What follows belongs to an exercise in optimizing a design on an open flow for small area and a short achievable clock period; a production flow would make more cautious choices.
RTL that was checked went through simulation tests only; none was proved equivalent to the original.
Power is estimated from default activity; no workload was simulated.

Setup of v6:
==> flow/design.v <==
`timescale 1ns / 1ps
module ucmp_lt #(
    parameter W = 32,
    parameter L = 5          
    ) (
    input wire [W-1:0] a,
    input wire [W-1:0] b,
    output wire lt
    );
    wire [W-1:0] l [0:L];    
    wire [W-1:0] g [0:L];    
    assign l[0] = ~a & b;
    assign g[0] = a & ~b;
    genvar k, i;
    generate
        for (k = 1; k <= L; k = k + 1) begin : lvl
            for (i = 0; i < (W >> k); i = i + 1) begin : node
                assign l[k][i] = l[k-1][2*i+1] | (~g[k-1][2*i+1] & l[k-1][2*i]);
                assign g[k][i] = g[k-1][2*i+1] | (~l[k-1][2*i+1] & g[k-1][2*i]);
            end
            assign l[k][W-1:(W >> k)] = {(W - (W >> k)){1'b0}};
            assign g[k][W-1:(W >> k)] = {(W - (W >> k)){1'b0}};
        end
    endgenerate
    assign lt = l[L][0];
endmodule
`timescale 1ns / 1ps
module hft_fpga_low_latency(
    input wire core_clk,
    input wire reset,
    input wire cfg_we,
    input wire [1:0] cfg_addr,
    input wire [31:0] cfg_wdata,
    input wire [63:0] raw_market_data,
    input wire raw_valid,
    output wire [127:0] mg_tx_data,
    output wire mg_tx_valid
    );
    reg [31:0] trading_threshold;
    reg [31:0] risk_min;
    reg [31:0] risk_max;
    always @(posedge core_clk) begin
        if (reset) begin
            trading_threshold <= 32'd1000;
            risk_min <= 32'd1000;
            risk_max <= 32'd5000;
        end else if (cfg_we) begin
            case (cfg_addr)
                2'd0: trading_threshold <= cfg_wdata;
                2'd1: risk_min <= cfg_wdata;
                2'd2: risk_max <= cfg_wdata;
                default: ;
            endcase
        end
    end
    wire [31:0] price = raw_market_data[31:0];
    wire below_threshold;    
    wire below_min;          
    wire above_max;          
    ucmp_lt #(.W(32)) u_cmp_thr (.a(price), .b(trading_threshold), .lt(below_threshold));
    ucmp_lt #(.W(32)) u_cmp_min (.a(price), .b(risk_min), .lt(below_min));
    ucmp_lt #(.W(32)) u_cmp_max (.a(risk_max), .b(price), .lt(above_max));
    wire approve = raw_valid && (raw_market_data[63:56] == 8'h01) &&
                   below_threshold && !below_min && !above_max;
    reg [55:0] order_data;
    always @(posedge core_clk) begin
        order_data <= raw_market_data[55:0];
    end
    reg [31:0] order_seq;
    reg order_valid;
    wire [31:0] seq_ones_below;
    assign seq_ones_below[0] = 1'b1;
    genvar gi;
    generate
        for (gi = 1; gi < 32; gi = gi + 1) begin : g_ones
            assign seq_ones_below[gi] = &order_seq[gi-1:0];
        end
    endgenerate
    always @(posedge core_clk or posedge reset) begin
        if (reset) begin
            order_seq <= 32'd0;
            order_valid <= 1'b0;
        end else begin
            order_valid <= approve;
            order_seq <= order_seq ^ ({32{order_valid}} & seq_ones_below);
        end
    end
    assign mg_tx_data = {order_seq, 8'h01, order_data, 32'h0000_0000};
    assign mg_tx_valid = order_valid;
endmodule
Settings: LEC_CHECK=0, ABC_AREA=1, CAP_MARGIN=20, CORE_MARGIN=2, CORE_UTILIZATION=40, CTS_BUF_LIST=sky130_fd_sc_hd__clkbuf_4 sky130_fd_sc_hd__clkbuf_8, SETUP_SLACK_MARGIN=2.15, SLEW_MARGIN=20; clock period 4.0 ns.
standard.sh (not shown) runs the stock make flow with config.mk's settings and CLKGATE_MAP_FILE= SYNTH_SCRIPT=/design/flow/synth_recipe.tcl, a recipe that flattens the netlist after the stock synthesis.
==> flow/flow/run.sh <==
#!/bin/bash
# Standard ORFS layout, with plain buf_1 cells as the port buffers
# (the default port buffer is a 10 um2 delay buffer) and one tie cell per
# constant value instead of one per constant output.
set -euo pipefail
bash standard.sh synth > synth.log 2>&1
bash standard.sh finish BUFFER_PORTS_ARGS="-buffer_cell sky130_fd_sc_hd__buf_1" SKIP_REPAIR_TIE_FANOUT=1 > layout.log 2>&1
v6 was carried through to the last stage, and its layout satisfied the timing, design-rule and antenna checks.
Testbench counts of v6, summed over its fixed seeds: latency cycles 3,243, orders 3,243.
Input changes introduced in v7 (baseline for comparison: v6):
==> flow/design.v <==
`timescale 1ns / 1ps
module cla_carry #(
    parameter W = 32,
    parameter L = 5          
    ) (
    input wire [W-1:0] g,
    input wire [W-1:0] p,
    output wire c
    );
    wire [W-1:0] gk [0:L];   
    wire [W-1:0] pk [0:L];   
    assign gk[0] = g;
    assign pk[0] = p;
    genvar k, i;
    generate
        for (k = 1; k <= L; k = k + 1) begin : lvl
            for (i = 0; i < (W >> k); i = i + 1) begin : node
                assign gk[k][i] = gk[k-1][2*i+1] | (pk[k-1][2*i+1] & gk[k-1][2*i]);
                assign pk[k][i] = pk[k-1][2*i+1] & pk[k-1][2*i];
            end
            assign gk[k][W-1:(W >> k)] = {(W - (W >> k)){1'b0}};
            assign pk[k][W-1:(W >> k)] = {(W - (W >> k)){1'b0}};
        end
    endgenerate
    assign c = gk[L][0];
endmodule
`timescale 1ns / 1ps
module hft_fpga_low_latency(
    input wire core_clk,
    input wire reset,
    input wire cfg_we,
    input wire [1:0] cfg_addr,
    input wire [31:0] cfg_wdata,
    input wire [63:0] raw_market_data,
    input wire raw_valid,
    output wire [127:0] mg_tx_data,
    output wire mg_tx_valid
    );
    reg [31:0] threshold_n;      
    reg [31:0] risk_min_n;       
    reg [31:0] risk_max_n;       
    always @(posedge core_clk) begin
        if (reset) begin
            threshold_n <= ~32'd1000;
            risk_min_n <= ~32'd1000;
            risk_max_n <= ~32'd5000;
        end else if (cfg_we) begin
            case (cfg_addr)
                2'd0: threshold_n <= ~cfg_wdata;
                2'd1: risk_min_n <= ~cfg_wdata;
                2'd2: risk_max_n <= ~cfg_wdata;
                default: ;
            endcase
        end
    end
    wire [31:0] price = raw_market_data[31:0];
    wire below_threshold;    
    wire below_min;          
    wire above_max;          
    cla_carry #(.W(32), .L(5)) u_cmp_thr (
        .g(~(threshold_n | price)), .p(~(threshold_n & price)), .c(below_threshold));
    cla_carry #(.W(32), .L(5)) u_cmp_min (
        .g(~(risk_min_n | price)), .p(~(risk_min_n & price)), .c(below_min));
    cla_carry #(.W(32), .L(5)) u_cmp_max (
        .g(price & risk_max_n), .p(price | risk_max_n), .c(above_max));
    wire approve = raw_valid && (raw_market_data[63:56] == 8'h01) &&
                   below_threshold && !below_min && !above_max;
    reg [55:0] order_data;
    always @(posedge core_clk) begin
        order_data <= raw_market_data[55:0];
    end
    reg [31:0] order_seq;
    reg order_valid;
    reg order_count;
    wire [31:0] seq_ones_below;
    assign seq_ones_below[0] = 1'b1;
    genvar gi;
    generate
        for (gi = 1; gi < 32; gi = gi + 1) begin : g_ones
            assign seq_ones_below[gi] = &order_seq[gi-1:0];
        end
    endgenerate
    always @(posedge core_clk) begin
        order_count <= approve && !reset;
    end
    always @(posedge core_clk or posedge reset) begin
        if (reset) begin
            order_seq <= 32'd0;
            order_valid <= 1'b0;
        end else begin
            order_valid <= approve;
            order_seq <= order_seq ^ ({32{order_count}} & seq_ones_below);
        end
    end
    assign mg_tx_data = {order_seq, 8'h01, order_data, 32'h0000_0000};
    assign mg_tx_valid = order_valid;
endmodule
==> run notes <==
v7 vs v6 on clock power share: v7 is the higher one.
Cmp v6 and v7 / xor/xnor share of the synthesized area / higher: v7
v7: count of unique library cells instantiated by Yosys 2 above v6
v6 has a higher width of the chip than v7.
Changes observed in v7 relative to v6: via count of the first global-routing pass shows a reduction of 14%; post-route cell area dropped 720 µm².
Testbench counts of v7, summed over its fixed seeds: latency cycles 3,243, orders 3,243.

========
hft_fpga_low_latency, a different RTL version from the one above (not shown whole).
For scale: about 1000 cells after synthesis, about 230 I/O pins.
==> module hft_fpga_low_latency, before the edit <==
module hft_fpga_low_latency(
    input wire core_clk,
    input wire reset,
    input wire cfg_we,
    input wire [1:0] cfg_addr,
    input wire [31:0] cfg_wdata,
    input wire [63:0] raw_market_data,
    input wire raw_valid,
    output wire [127:0] mg_tx_data,
    output wire mg_tx_valid
    );
    reg [31:0] threshold_n;      
    reg [31:0] risk_min_n;       
    reg [31:0] risk_max_n;       
    always @(posedge core_clk) begin
        if (reset) begin
            threshold_n <= ~32'd1000;
            risk_min_n <= ~32'd1000;
            risk_max_n <= ~32'd5000;
        end else if (cfg_we) begin
            case (cfg_addr)
                2'd0: threshold_n <= ~cfg_wdata;
                2'd1: risk_min_n <= ~cfg_wdata;
                2'd2: risk_max_n <= ~cfg_wdata;
                default: ;
            endcase
        end
    end
    wire [31:0] price = raw_market_data[31:0];
    wire below_threshold;    
    wire below_min;          
    wire above_max;          
    cla_carry #(.W(32), .L(5)) u_cmp_thr (
        .g(~(threshold_n | price)), .p(~(threshold_n & price)), .c(below_threshold));
    cla_carry #(.W(32), .L(5)) u_cmp_min (
        .g(~(risk_min_n | price)), .p(~(risk_min_n & price)), .c(below_min));
    cla_carry #(.W(32), .L(5)) u_cmp_max (
        .g(price & risk_max_n), .p(price | risk_max_n), .c(above_max));
    wire approve = raw_valid && (raw_market_data[63:56] == 8'h01) &&
                   below_threshold && !below_min && !above_max;
    reg [55:0] order_data;
    always @(posedge core_clk) begin
        order_data <= raw_market_data[55:0];
    end
    reg [31:0] order_seq;
    reg order_valid;
    wire [31:0] seq_ones_below;
    assign seq_ones_below[0] = 1'b1;
    genvar gi;
    generate
        for (gi = 1; gi < 32; gi = gi + 1) begin : g_ones
            assign seq_ones_below[gi] = &order_seq[gi-1:0];
        end
    endgenerate
    always @(posedge core_clk) begin
        if (reset)
            order_seq <= 32'd0;
        else
            order_seq <= order_seq ^ ({32{order_valid}} & seq_ones_below);
    end
    always @(posedge core_clk or posedge reset) begin
        if (reset)
            order_valid <= 1'b0;
        else
            order_valid <= approve;
    end
    assign mg_tx_data = {order_seq, 8'h01, order_data, 32'h0000_0000};
    assign mg_tx_valid = order_valid;
endmodule
Settings: LEC_CHECK=0, ABC_AREA=1, CAP_MARGIN=20, CORE_MARGIN=2, CORE_UTILIZATION=40, CTS_BUF_LIST=sky130_fd_sc_hd__clkbuf_4 sky130_fd_sc_hd__clkbuf_8, SETUP_SLACK_MARGIN=2.18, SLEW_MARGIN=20; clock period 4.0 ns.
==> flow/flow/run.sh <==
#!/bin/bash
set -euo pipefail
cts_bufs=$(sed -n 's/^export CTS_BUF_LIST *= *//p' config.mk)
bash standard.sh synth > synth.log 2>&1
bash standard.sh finish \
  BUFFER_PORTS_ARGS="-buffer_cell sky130_fd_sc_hd__buf_1" \
  SKIP_REPAIR_TIE_FANOUT=1 \
  CTS_ARGS="-sink_clustering_enable -repair_clock_nets -dont_use_dummy_load -buf_list {$cts_bufs}" \
  > layout.log 2>&1
Edit:
--- a/flow/design.v
+++ b/flow/design.v
@@ -68,25 +68,41 @@
     reg [55:0] order_data;
     always @(posedge core_clk) begin
         order_data <= raw_market_data[55:0];
     end
     reg [31:0] order_seq;
     reg order_valid;
-    wire [31:0] seq_ones_below;
-    assign seq_ones_below[0] = 1'b1;
-    genvar gi;
+    reg order_count;
+    wire [7:0] seq_group_ones;   
+    wire [7:0] seq_group_below;  
+    wire [31:0] seq_ones_below;  
+    genvar gk;
     generate
-        for (gi = 1; gi < 32; gi = gi + 1) begin : g_ones
-            assign seq_ones_below[gi] = &order_seq[gi-1:0];
+        for (gk = 0; gk < 8; gk = gk + 1) begin : g_seq
+            wire [3:0] s = order_seq[4*gk+3:4*gk];
+            assign seq_group_ones[gk] = &s;
+            if (gk == 0) begin : g_first
+                assign seq_group_below[gk] = 1'b1;
+            end else begin : g_next
+                assign seq_group_below[gk] = &seq_group_ones[gk-1:0];
+            end
+            assign seq_ones_below[4*gk]   = seq_group_below[gk];
+            assign seq_ones_below[4*gk+1] = seq_group_below[gk] & s[0];
+            assign seq_ones_below[4*gk+2] = seq_group_below[gk] & s[0] & s[1];
+            assign seq_ones_below[4*gk+3] = seq_group_below[gk] & s[0] & s[1] & s[2];
         end
     endgenerate
+    wire [31:0] seq_toggle = {32{order_count}} & seq_ones_below;
     always @(posedge core_clk) begin
-        if (reset)
+        if (reset) begin
             order_seq <= 32'd0;
-        else
-            order_seq <= order_seq ^ ({32{order_valid}} & seq_ones_below);
+            order_count <= 1'b0;
+        end else begin
+            order_seq <= order_seq ^ seq_toggle;
+            order_count <= approve;
+        end
     end
     always @(posedge core_clk or posedge reset) begin
         if (reset)
             order_valid <= 1'b0;
         else
             order_valid <= approve;
The changed run ran to the end with no violations.
Cell count barely changes.
Routed wire length goes down by about 2%.
Power came out higher by 0.42%.
Setup slack improved by 0.023 ns.
Die area barely changes.
Worst hold slack loses 0.013 ns.
Via count goes up by 0.34%.
Sequential cell count went up by 1.
First-iteration DRC count decreases by 29%.
Area after synthesis barely changes.
Sequential power barely changes.
Register-to-register slack gets worse by 0.07 ns.
Function was not checked in any run of this note: the RTL went through the layout flow alone.

afterwards: timing with drivers on the ports:
The flow's constraints put no driver on any port. The routed layouts listed below were extracted and timed again, unchanged, in two steps.
Step 1 (the two cells are an assumption about what drives the block):
set clk [get_ports {core_clk}]
set_driving_cell -lib_cell sky130_fd_sc_hd__clkbuf_16 $clk
set_driving_cell -lib_cell sky130_fd_sc_hd__buf_2 [delete_from_list [all_inputs] $clk]
Step 2 moves the port delays by t, midway between the first and last clock arrival at a register: inputs arrive t later, outputs are due t later. That takes back most of the time a late clock gives input paths.
Three values: ideal ports, drivers, drivers and shift; two values: the first two.
run	shift t [ns]	setup WS [ns]	worst slew at a driven data input, ns
v6	0.493	2.145 / 2.103 / 1.818	0.06
v7	0.480	2.168 / 2.131 / 1.818	0.06
the first run of note 2	0.478	2.195 / 2.159 / 1.764	0.06
the second run of note 2	0.494	2.219 / 2.181 / 1.865	0.07
After both steps every run listed still meets setup and hold. For the first run of note 2, which loses most, drivers alone change the setup slack by -0.036 ns; drivers and shift together by -0.431 ns.
